Source: an optimization exercise on an open RTL-to-GDS flow (aim: small area and a short achievable clock period). Production flows keep margins and buffers that such runs may drop.
At most, simulation tests tie the RTL to the original design; equivalence was not proved.
Power is estimated from default activity; no workload was simulated.

Design sigmoid, start of the top module:
module sigmoid(
	input wire clk,
	input wire reset,
	input wire enable,
	input wire [17:0] x1,
	output reg [15:0] fixed_op
	);
	wire [16:0] m   = x1[16:0];
	wire        neg = x1[17];
	wire lt0 = m[15:0] < 16'h18B7;
	wire lt1 = m[15:0] < 16'h54A3;
	wire r0  = lt0;
	wire r1  = ~lt0 & lt1;
	wire r2  = ~lt1 & ~m[15];
	wire r3  = m[15];
	wire sat = m >= 17'd62874;	 
	wire [14:0] n  = m[14:0];
	wire [14:0] ni = ~n;
	wire p0_0 = r2;
	wire p0_5 = (r3 & n[0]);
	wire p0_6 = (r3 & n[1]);
	wire p0_7 = (r3 & n[2]);
	wire p0_8 = (r2 & n[0]) | (r3 & n[3]);
	wire p0_9 = (r2 & n[1]) | (r3 & n[4]);
	wire p0_10 = (r1 & n[0]) | (r2 & n[2]) | (r3 & n[5]);
	wire p0_11 = (r0 & n[0]) | (r1 & n[1]) | (r2 & n[3]) | (r3 & n[6]);
	wire p0_12 = (r0 & n[1]) | (r1 & n[2]) | (r2 & n[4]) | (r3 & n[7]);
	wire p0_13 = (r0 & n[2]) | (r1 & n[3]) | (r2 & n[5]) | (r3 & n[8]);
	wire p0_14 = (r0 & n[3]) | (r1 & n[4]) | (r2 & n[6]) | (r3 & n[9]);
	wire p0_15 = (r0 & n[4]) | (r1 & n[5]) | (r2 & n[7]) | (r3 & n[10]);
	wire p0_16 = (r0 & n[5]) | (r1 & n[6]) | (r2 & n[8]) | (r3 & n[11]);
	wire p0_17 = (r0 & n[6]) | (r1 & n[7]) | (r2 & n[9]) | (r3 & n[12]);
	wire p0_18 = (r0 & n[7]) | (r1 & n[8]) | (r2 & n[10]) | (r3 & n[13]);
	wire p0_19 = (r0 & n[8]) | (r1 & n[9]) | (r2 & n[11]) | (r3 & n[14]);
	wire p0_20 = (r0 & n[9]) | (r1 & n[10]) | (r2 & n[12]);
	wire p0_21 = (r0 & n[10]) | (r1 & n[11]) | (r2 & n[13]) | r3;
	wire p0_22 = (r0 & n[11]) | (r1 & n[12]) | r3;
	wire p0_23 = (r0 & n[12]) | (r1 & n[13]) | r2 | r3;
	wire p0_24 = (r0 & neg) | (r1 & n[14]) | r2 | r3;
	wire p0_25 = (r0 & ~neg) | r1 | r2 | r3;
	wire p1_4 = (r1 & n[0]) | (r2 & n[0]);
	wire p1_5 = (r1 & n[1]) | (r2 & n[1]);
	wire p1_6 = (r1 & n[2]) | (r2 & n[2]);
	wire p1_7 = (r1 & n[3]) | (r2 & n[3]);
	wire p1_8 = (r1 & n[4]) | (r2 & n[4]);
  ...
For scale: about 480 cells after synthesis, about 37 I/O pins, ~0.0032 mm² of cells after synthesis.
export LEC_CHECK = 0
export ABC_AREA = 1
export CAP_MARGIN = 20
export CORE_MARGIN = 2
export CORE_UTILIZATION = 60
export CTS_BUF_LIST = sky130_fd_sc_hd__clkbuf_4
export SLEW_MARGIN = 20
export SYNTH_HIERARCHICAL = 1
create_clock -name core_clock -period 14.0 [get_ports {clk}]
standard.sh (not shown) runs the stock make flow with config.mk's settings and CLKGATE_MAP_FILE= SYNTH_SCRIPT=/design/flow/synth_recipe.tcl, a recipe that flattens the netlist after the stock synthesis.
==> flow/flow/run.sh <==
#!/bin/bash
# The standard layout, with plain buffers (buf_1) on the ports instead of the
# default delay-cell buffers.  The make output goes to standard.log; ORFS keeps
# each step's log under orfs/logs/.
set -euo pipefail
bash standard.sh BUFFER_PORTS_ARGS="-buffer_cell sky130_fd_sc_hd__buf_1" finish > standard.log 2>&1
Edit:
--- a/flow/design.v
+++ b/flow/design.v
@@ -1,19 +1,16 @@
 module sigmoid_fa(input wire a, input wire b, input wire c, output wire s, output wire co);
 	assign s  = a ^ b ^ c;
 	assign co = (a & b) | (a & c) | (b & c);
 endmodule
 module sigmoid_ha(input wire a, input wire b, output wire s, output wire co);
 	assign s  = a ^ b;
 	assign co = a & b;
-endmodule
-module sigmoid_xor(input wire a, input wire b, output wire y);
-	assign y = a ^ b;
 endmodule
 module sigmoid(
 	input wire clk,
 	input wire reset,
 	input wire enable,
 	input wire [17:0] x1,
 	output reg [15:0] fixed_op
 	);
 	wire [16:0] m   = x1[16:0];
@@ -244,32 +241,18 @@
 	wire G10_0 = gg[10] | (pg[10] & G9_0);
 	wire G12_0 = gg[12] | (pg[12] & G11_0);
 	wire G14_0 = gg[14] | (pg[14] & G13_0);
 	wire G16_0 = gg[16] | (pg[16] & G15_0);
 	wire G18_0 = gg[18] | (pg[18] & G17_0);
 	wire G20_0 = gg[20] | (pg[20] & G19_0);
 	wire G22_0 = gg[22] | (pg[22] & G21_0);
 	wire G24_0 = gg[24] | (pg[24] & G23_0);
 	wire G0_0 = gg[0];
-	wire [25:13] pgx;
-	sigmoid_xor x13 (.a(pg[13]), .b(neg), .y(pgx[13]));
-	sigmoid_xor x14 (.a(pg[14]), .b(neg), .y(pgx[14]));
-	sigmoid_xor x15 (.a(pg[15]), .b(neg), .y(pgx[15]));
-	sigmoid_xor x16 (.a(pg[16]), .b(neg), .y(pgx[16]));
-	sigmoid_xor x17 (.a(pg[17]), .b(neg), .y(pgx[17]));
-	sigmoid_xor x18 (.a(pg[18]), .b(neg), .y(pgx[18]));
-	sigmoid_xor x19 (.a(pg[19]), .b(neg), .y(pgx[19]));
-	sigmoid_xor x20 (.a(pg[20]), .b(neg), .y(pgx[20]));
-	sigmoid_xor x21 (.a(pg[21]), .b(neg), .y(pgx[21]));
-	sigmoid_xor x22 (.a(pg[22]), .b(neg), .y(pgx[22]));
-	sigmoid_xor x23 (.a(pg[23]), .b(neg), .y(pgx[23]));
-	sigmoid_xor x24 (.a(pg[24]), .b(neg), .y(pgx[24]));
-	sigmoid_xor x25 (.a(pg[25]), .b(neg), .y(pgx[25]));
-	wire [25:13] gx = pgx ^ {G24_0, G23_0, G22_0, G21_0, G20_0, G19_0, G18_0, G17_0, G16_0, G15_0, G14_0, G13_0, G12_0};
-	wire [15:0] fixed_op_next = sat ? {2'b00, ~neg, 13'd0} : {3'b000, gx[25:13]};
+	wire [25:0] g = pg ^ {G24_0, G23_0, G22_0, G21_0, G20_0, G19_0, G18_0, G17_0, G16_0, G15_0, G14_0, G13_0, G12_0, G11_0, G10_0, G9_0, G8_0, G7_0, G6_0, G5_0, G4_0, G3_0, G2_0, G1_0, G0_0, 1'b0};
+	wire [15:0] fixed_op_next = sat ? {2'b00, ~neg, 13'd0} : {3'b000, g[25:13] ^ {13{neg}}};
 	always @(posedge clk, posedge reset) begin
 		if (reset)
 			fixed_op <= 567;
 		else if (enable)
 			fixed_op <= fixed_op_next;
 	end
 endmodule
=>
- The new run completed with no timing, DRC or antenna violations
- clock-buffer cell count drops by 1
- via count drops by roughly a tenth
- total power drops by a few percent
- final area drops by a few percent
- routed wire length drops by a few percent
- sequential share of layout area climbs by 0.73 points
No run of this note included a check of the RTL's function; only the layout flow was run.

== the baseline ==
Another version of the RTL of sigmoid (not shown whole).
For scale: ~420 cells after synthesis, roughly 14 flip-flops, ~37 I/O pins, roughly 0.0032 sq mm of cells after synthesis.
clock: 14.0 ns
lec_check: 0
abc_area: 1
cap_margin: 20
core_margin: 2
core_utilization: 40
slew_margin: 20
synth_hierarchical: 1
Scripts as last shown in full above: flow/flow/run.sh
Here is what was changed in the inputs of the candidate compared with the baseline.
diff --git a/flow/design.v b/flow/design.v
--- a/flow/design.v
+++ b/flow/design.v
@@ -10,22 +10,22 @@
 	input wire clk,
 	input wire reset,
 	input wire enable,
 	input wire [17:0] x1,
 	output reg [15:0] fixed_op
 	);
 	wire [16:0] m   = x1[16:0];
 	wire        neg = x1[17];
-	wire lt0 = m[15:0] < 16'h18B7;
-	wire lt1 = m[15:0] < 16'h54A3;
+	wire lt0 = m < 17'h018B7;
+	wire lt1 = m < 17'h054A3;
 	wire r0  = lt0;
 	wire r1  = ~lt0 & lt1;
-	wire r2  = ~lt1 & ~m[15];
-	wire r3  = m[15];
+	wire r2  = ~lt1 & ~m[16] & ~m[15];
+	wire r3  = ~m[16] & m[15];
 	wire sat = m >= 17'd62874;	 
 	wire [14:0] n  = m[14:0] ^ {15{neg}};
 	wire [14:0] ni = ~n;
 	wire p0_0 = r2 | (r3 & neg);
 	wire p0_1 = (r2 & neg) | (r3 & neg);
 	wire p0_2 = (r1 & neg) | (r2 & neg) | (r3 & neg);
 	wire p0_4 = (r1 & neg) | (r2 & neg);
 	wire p0_5 = (r0 & neg) | (r3 & n[0]);
The candidate reached the final stage; the timing, DRC and antenna checks on its layout passed.
Diff the baseline -> the candidate: post-layout instance area grew by 49 sq um, sum of routed wire length over all layers shrank by about 0.64%.
The candidate vs the baseline — setup slack rose 290 ps.
Comparing the baseline with the candidate, the wire length on met1 came out essentially unchanged.
Final critical-path required period (higher): the baseline
Compared with the baseline, the candidate shows total power lower by 0.00014 W.
Going from the baseline to the candidate, number of standard cells in the final layout excluding fillers grows by about 0.54%.
[the candidate vs the baseline] biggest fanout along the worst timing path: lower in the candidate
Between the candidate and the baseline, the post-route core utilization figures differ only marginally.
Compared with the baseline, the candidate shows instance count on the critical path lower by about 4%.
Going from the baseline to the candidate, post-synthesis area per instance grew by about 1.4%, number of ordinary inverters in the final layout has decreased.
For the baseline, only the layout was checked, not whether the RTL still works.

sigmoid, a different RTL version from the one above (not shown whole).
For scale: about 630 cells after synthesis, ~14 flip-flops, ~37 I/O pins, about 0.0052 mm² of cells after synthesis.
==> module sigmoid_combinational, before the edit <==
module sigmoid_combinational(
    input  wire [17:0] x1,
    output wire [15:0] fixed_op
    );
	wire [16:0] m   = x1[16:0];
	wire        neg = x1[17];
	wire r0  = m < 17'h018B7;
	wire r1  = ~r0 & (m < 17'h054A3);
	wire r2  = ~r0 & ~r1 & ~m[16] & ~m[15];
	wire r3  = ~r0 & ~r1 & ~r2;
	wire sat = m >= 17'd62874;	 
	wire [12:0] n13 = m[12:0] ^ {13{neg}};
	wire [14:0] n15 = m[14:0] ^ {15{neg}};
	wire [15:0] n16 = m[15:0] ^ {16{neg}};
	wire [25:0] a = ({26{r0}} & ({13'd0, n13} << 11))
	              | ({26{r1}} & ({11'd0, n15} << 10))
	              | ({26{r2}} & ({11'd0, n15} << 8))
	              | ({26{r3}} & ({10'd0, n16} << 5));
	wire [25:0] b = ({26{r1 | r2}} & ({11'd0, n15} << 4))
	              | ({26{r3}}      & ({10'd0, n16} << 3));
	wire [25:0] c = ({26{r1 | r2}} & ({11'd0, n15} << 2));
	wire [25:0] d = ({26{r1}} & {11'd0, n15})
	              | ({26{r2}} & ({11'd0, n15} << 1));
	wire [25:0] e = ({26{r2}} & {11'd0, n15});
	wire [25:0] k = r0 ? (neg ? 26'h10027ff : 26'h2000000) :
	                r1 ? (neg ? 26'h3904414 : 26'h2656000) :
	                r2 ? (neg ? 26'h0132116 : 26'h3618000) :
	                     (neg ? 26'h3fe8027 : 26'h3d9a000);
	wire [25:0] g = k + a + b + c + d + e;
	assign fixed_op = sat ? {2'b00, ~neg, 13'd0} : {3'b000, g[25:13]};
endmodule
Settings: LEC_CHECK=0, CAP_MARGIN=20, CORE_MARGIN=2, CORE_UTILIZATION=40, SLEW_MARGIN=20; clock period 14.0 ns.
run.sh (not shown) runs the stock make flow with config.mk's settings and CLKGATE_MAP_FILE= SYNTH_SCRIPT=/design/flow/synth_recipe.tcl, a recipe that flattens the netlist after the stock synthesis.
Stock flow here: none of the scripts above is used.
==> next run, changes <==
==> flow/design.v (replaced) <==
module sigmoid_combinational(
    input  wire [17:0] x1,
    output wire [15:0] fixed_op
    );
	wire [16:0] m   = x1[16:0];
	wire        neg = x1[17];
	wire r0  = m < 17'h018B7;
	wire r1  = m < 17'h054A3;
	wire r2  = ~m[16] & ~m[15];
	wire sat = m >= 17'd62874;	 
	wire [25:0] p1 = m[14:0] * 11'd1045;
	wire [24:0] p2 = m[14:0] * 9'd279;
	wire [19:0] p3 = m[15:0] * 3'd5;
	wire [11:0] q = r0 ? {1'b0, m[12:2]} :
	                r1 ? p1[24:13] :
	                r2 ? p2[24:13] :
	                     {2'b0, p3[19:10]};
	wire [12:0] k = r0 ? (neg ? 13'd1    : 13'd4096) :
	                r1 ? (neg ? 13'd7382 : 13'd4907) :
	                r2 ? (neg ? 13'd5365 : 13'd6924) :
	                     (neg ? 13'd4404 : 13'd7885);
	wire [12:0] g = k + {1'b0, q ^ {12{neg}}};
	assign fixed_op = sat ? {2'b00, ~neg, 13'd0} : {3'b000, g};
endmodule
module sigmoid(
	input wire clk,
	input wire reset,
	input wire enable,
	input wire [17:0] x1,
	output reg [15:0] fixed_op
	);
	wire [15:0] fixed_op_next;
	sigmoid_combinational sigmoid_combinational_instance1(
		.x1(x1),
		.fixed_op(fixed_op_next)
	);
	always @(posedge clk, posedge reset) begin
		if (reset)
			fixed_op <= 567;
		else if (enable)
			fixed_op <= fixed_op_next;
	end
endmodule
What happened: Total power climbs by 4.6%. Sequential power climbs by about 1%. First-iteration DRC count drops by 56%. Synthesized cell count climbs by 15%. Routed wire length climbs by 0.59%. Register-to-register slack is better by 0.08 ns.

Another version of the RTL of sigmoid (not shown whole).
Size in the first run: ~480 cells after synthesis, about 37 I/O pins, about 3500 µm² of cells after synthesis.
==> flow/config.mk <==
export PLATFORM = sky130hd
export DESIGN_NAME = sigmoid
export DESIGN_NICKNAME = sigmoid
export VERILOG_FILES = /design/flow/design.v
export SDC_FILE = /design/flow/constraint.sdc
export NUM_CORES = 4
export LEC_CHECK = 0
export ABC_AREA = 1
export CAP_MARGIN = 20
export CORE_MARGIN = 2
export CORE_UTILIZATION = 40
export SLEW_MARGIN = 20
export SYNTH_HIERARCHICAL = 1
==> flow/constraint.sdc <==
create_clock -name core_clock -period 14.0 [get_ports {clk}]
set_input_delay 2.8000 -clock core_clock [delete_from_list [all_inputs] [get_ports {clk}]]
set_output_delay 2.8000 -clock core_clock [all_outputs]
set_load 0.01 [all_outputs]
standard.sh (not shown) runs the stock make flow with config.mk's settings and CLKGATE_MAP_FILE= SYNTH_SCRIPT=/design/flow/synth_recipe.tcl, a recipe that flattens the netlist after the stock synthesis.
Scripts as last shown in full above: flow/flow/run.sh
Then changed:
--- a/flow/design.v
+++ b/flow/design.v
@@ -1,14 +1,25 @@
-module sigmoid_combinational(
-    input  wire [17:0] x1,
-    output wire [15:0] fixed_op
-    );
+module sigmoid_fa(input wire a, input wire b, input wire c, output wire s, output wire co);
+	assign s  = a ^ b ^ c;
+	assign co = (a & b) | (a & c) | (b & c);
+endmodule
+module sigmoid_ha(input wire a, input wire b, output wire s, output wire co);
+	assign s  = a ^ b;
+	assign co = a & b;
+endmodule
+module sigmoid(
+	input wire clk,
+	input wire reset,
+	input wire enable,
+	input wire [17:0] x1,
+	output reg [15:0] fixed_op
+	);
 	wire [16:0] m   = x1[16:0];
 	wire        neg = x1[17];
 	wire lt0 = m < 17'h018B7;
 	wire lt1 = m < 17'h054A3;
 	wire r0  = lt0;
 	wire r1  = ~lt0 & lt1;
 	wire r2  = ~lt1 & ~m[16] & ~m[15];
 	wire r3  = ~m[16] & m[15];
 	wire sat = m >= 17'd62874;	 
 	wire [14:0] n  = m[14:0] ^ {15{neg}};
@@ -254,39 +265,18 @@
 	wire G10_0 = gg[10] | (pg[10] & G9_0);
 	wire G12_0 = gg[12] | (pg[12] & G11_0);
 	wire G14_0 = gg[14] | (pg[14] & G13_0);
 	wire G16_0 = gg[16] | (pg[16] & G15_0);
 	wire G18_0 = gg[18] | (pg[18] & G17_0);
 	wire G20_0 = gg[20] | (pg[20] & G19_0);
 	wire G22_0 = gg[22] | (pg[22] & G21_0);
 	wire G24_0 = gg[24] | (pg[24] & G23_0);
 	wire G0_0 = gg[0];
 	wire [25:0] g = pg ^ {G24_0, G23_0, G22_0, G21_0, G20_0, G19_0, G18_0, G17_0, G16_0, G15_0, G14_0, G13_0, G12_0, G11_0, G10_0, G9_0, G8_0, G7_0, G6_0, G5_0, G4_0, G3_0, G2_0, G1_0, G0_0, 1'b0};
-	assign fixed_op = sat ? {2'b00, ~neg, 13'd0} : {3'b000, g[25:13]};
-endmodule
-module sigmoid_fa(input wire a, input wire b, input wire c, output wire s, output wire co);
-	assign s  = a ^ b ^ c;
-	assign co = (a & b) | (a & c) | (b & c);
-endmodule
-module sigmoid_ha(input wire a, input wire b, output wire s, output wire co);
-	assign s  = a ^ b;
-	assign co = a & b;
-endmodule
-module sigmoid(
-	input wire clk,
-	input wire reset,
-	input wire enable,
-	input wire [17:0] x1,
-	output reg [15:0] fixed_op
-	);
-	wire [15:0] fixed_op_next;
-	sigmoid_combinational sigmoid_combinational_instance1(
-		.x1(x1),
-		.fixed_op(fixed_op_next)
-	);
+	wire [15:0] fixed_op_next = sat ? {2'b00, ~neg, 13'd0} : {3'b000, g[25:13]};
 	always @(posedge clk, posedge reset) begin
 		if (reset)
 			fixed_op <= 567;
 		else if (enable)
 			fixed_op <= fixed_op_next;
 	end
 endmodule
Outcome: Routed wire length stays flat. Worst setup slack gains 390 ps. Die area fell by 4.9%. Synthesized cell count fell by 6.7%. Final area fell by 4.6%. Maximum frequency rose by 5.1%. Non-clock buffer count fell by 5. Cell count fell by 6.0%. Total power fell by 10%. Area after synthesis fell by 5.1%. First-iteration DRC count rose by 13%. Global-route usage rose by 1.0 points. Flip-flop and latch count fell by 2. Worst hold slack gains 15 ps.

==> static timing again, ports no longer ideal <==
The flow's constraints put no driver on any port. The routed layouts listed below were extracted and timed again, unchanged, in two steps. Step 1 (the two cells are an assumption about what drives the block):
set clk [get_ports {clk}]
set_driving_cell -lib_cell sky130_fd_sc_hd__clkbuf_16 $clk
set_driving_cell -lib_cell sky130_fd_sc_hd__buf_2 [delete_from_list [all_inputs] $clk]
Step 2 also shifts input and output timing later by t, the mid clock arrival at the registers, as if the neighbouring blocks saw the same clock. a / b / c = ideal / step 1 / step 2; a / b = the first two.
run | t, ns | slack for setup (ns) | worst hold slack (ns) | worst slew at a driven data input, ns
the first run of note 1 | 0.298 | 6.535 / 6.532 / 6.233 | 0.478 / 0.478 / 0.478 | 0.03
the second run of note 1 | 0.312 | 6.142 / 6.143 / 5.831 | 0.476 / 0.476 / 0.476 | 0.03
the baseline | 0.264 | 6.175 / 6.172 / 5.908 | 0.476 / 0.476 / 0.476 | 0.03
the candidate | 0.259 | 6.465 / 6.466 / 6.207 | 0.471 / 0.471 / 0.471 | 0.03
the first run of note 3 | 0.270 | 3.076 / 3.081 / 2.811 | 0.479 / 0.479 / 0.479 | 0.03
the second run of note 3 | 0.266 | 4.256 / 4.256 / 3.991 | 0.466 / 0.466 / 0.466 | 0.04
the first run of note 4 | 0.275 | 6.004 / 6.009 / 5.735 | 0.461 / 0.461 / 0.461 | 0.04
the second run of note 4 | 0.267 | 6.396 / 6.392 / 6.126 | 0.475 / 0.475 / 0.475 | 0.04
After both steps setup and hold are still met in every run listed. For the second run of note 1, which loses most, drivers alone change the setup slack by +0.001 ns; drivers and shift together by -0.311 ns.
